Background: an optimization exercise with open tools, aiming at small area, a short achievable clock period and few clock cycles. Do not read the settings as production practice.
The RTL was checked by simulation tests, not by an equivalence proof against the original design.
Power figures rest on the tool's default switching activity, not on a simulated workload.

maple:
==> flow/design.v (excerpt) <==
module neural(input  logic clk, reset, run_inference,
              output logic ready,
              output logic [9:0] RAM_address,
              output logic [7:0] RAM_wd,
              output logic RAM_we,
              input  logic [7:0] RAM_rd);
==> flow/config.mk <==
export PLATFORM = sky130hd
export DESIGN_NAME = neural
export DESIGN_NICKNAME = neural
export VERILOG_FILES = /design/flow/design.v
export SDC_FILE = /design/flow/constraint.sdc
export NUM_CORES = 4
export LEC_CHECK = 0
export CAP_MARGIN = 20
export CORE_MARGIN = 2
export CORE_UTILIZATION = 40
export CTS_BUF_LIST = sky130_fd_sc_hd__clkbuf_8
export CTS_CLUSTER_DIAMETER = 60
export CTS_CLUSTER_SIZE = 16
export SLEW_MARGIN = 20
==> flow/constraint.sdc <==
create_clock -name core_clock -period 20.0 [get_ports {clk}]
set_input_delay 4.0000 -clock core_clock [delete_from_list [all_inputs] [get_ports {clk}]]
set_output_delay 4.0000 -clock core_clock [all_outputs]
set_load 0.01 [all_outputs]
standard.sh (not shown) runs the stock make flow with config.mk's settings and CLKGATE_MAP_FILE= SYNTH_SCRIPT=/design/flow/synth_recipe.tcl, a recipe that flattens the netlist after the stock synthesis.
==> flow/flow/run.sh <==
#!/bin/bash
# The standard layout, with faster port buffers than buffer_ports picks by default.
set -euo pipefail
export BUFFER_PORTS_ARGS="-buffer_cell sky130_fd_sc_hd__buf_4"
bash standard.sh > make_finish.log 2>&1
Testbench counts of maple, summed over its fixed seeds: cycles 33,160.
For quartz, these inputs were changed with respect to maple:
Settings: CTS_CLUSTER_SIZE now 30, was 16; CTS_BUF_LIST now sky130_fd_sc_hd__clkbuf_16, was sky130_fd_sc_hd__clkbuf_8; CTS_CLUSTER_DIAMETER now 100, was 60.
==> flow/flow/run.sh <==
#!/bin/bash
# The standard layout, with faster port buffers than buffer_ports picks by default
# and a two-level clock tree (root buffer, then leaf buffers).
set -euo pipefail
export BUFFER_PORTS_ARGS="-buffer_cell sky130_fd_sc_hd__buf_4"
export CTS_ARGS="-sink_clustering_enable -repair_clock_nets -sink_clustering_size 30 -sink_clustering_max_diameter 100 -buf_list sky130_fd_sc_hd__clkbuf_16 -sink_clustering_levels 1"
bash standard.sh > make_finish.log 2>&1
Results
- Comparing quartz with maple, the filler cell count came out essentially unchanged.
- quartz vs. maple: data arrival time of the worst path lost 0.11 ns; final routed wirelength across all metal layers lost 610 microns; final cell count lost about 1.4%.
- Going from maple to quartz, core occupancy in the finished layout has decreased, via count has decreased, wire length on met2 has decreased.
Changes in violet relative to quartz:
Settings: swapping 30 for 40 in CTS_CLUSTER_SIZE; swapping 40 for 70 in CORE_UTILIZATION; swapping 100 for 50 in CTS_CLUSTER_DIAMETER.
==> flow/flow/run.sh <==
#!/bin/bash
# The standard layout, with faster port buffers than buffer_ports picks by default.
set -euo pipefail
export BUFFER_PORTS_ARGS="-buffer_cell sky130_fd_sc_hd__buf_4"
bash standard.sh > make_finish.log 2>&1
On worst setup slack, violet does better than quartz.
Min global-route wire length before repair across quartz and violet: violet
Comparing horizontal die dimension for quartz and violet, the bigger number came from quartz.
Taking quartz as the reference point, the register-to-register slack of violet falls by 0.07 ns.
Routed wire length in violet is 1700 microns lower than in quartz
> inputs changed (violet -> harbor)
Settings: a change of CORE_UTILIZATION from 70 to 40; a change of CTS_CLUSTER_SIZE from 40 to 30; a change of CTS_CLUSTER_DIAMETER from 50 to 100.
Notes after the runs:
- Measured against harbor, the number of clock buffer instances in the layout of violet comes out at 2.0 times the reference value.
- Relative to violet, number of placed instances with taps included has increased by about 13% in harbor.
- harbor: routed wire length is about 2.8% higher than what violet reported.
- Global-route met2 utilization for harbor is lower than for violet.
What pepper does differently from harbor at the input level:
Settings: changing CTS_CLUSTER_DIAMETER from 100 to 60; changing CORE_UTILIZATION from 40 to 70.
The estimated power of pepper ends up higher than the estimate for harbor.
Measured against each other, harbor and pepper differ in wire length, the higher figure coming from harbor.
The core utilization reported for pepper is greater than that of harbor by 34 points.
The lower post-route minimum period of harbor and pepper is in pepper.
Wire length the detailed router placed on met1 (harbor / pepper): 1.12
pepper vs harbor — tap cell count dropped by more than a quarter
Between pepper and harbor, the number of nets with antenna violations after routing figures differ only marginally.

## port drivers added, routing unchanged
The results above use ideal ports. As a check the final layouts listed here were re-extracted and re-timed, cells and wires unchanged.
Step 1 (the two cells are an assumption about what drives the block):
set clk [get_ports {clk}]
set_driving_cell -lib_cell sky130_fd_sc_hd__clkbuf_16 $clk
set_driving_cell -lib_cell sky130_fd_sc_hd__buf_2 [delete_from_list [all_inputs] $clk]
Step 2 moves the port delays by t, midway between the first and last clock arrival at a register: inputs arrive t later, outputs are due t later. That takes back most of the time a late clock gives input paths.
Slacks: ideal / step 1 / step 2; pairs: ideal / step 1.
run	t (ns)	setup slack, ns	worst setup path at the end
maple	0.692	14.741 / 14.688 / 14.509	input to register
quartz	0.623	14.847 / 14.788 / 14.445	input to register
violet	0.600	14.888 / 14.830 / 14.441	input to register
harbor	0.623	14.847 / 14.788 / 14.445	input to register
pepper	0.592	14.905 / 14.851 / 14.432	input to register
After both steps every run listed still meets setup and hold. For pepper, which loses most, drivers alone change the setup slack by -0.054 ns; drivers and shift together by -0.473 ns.
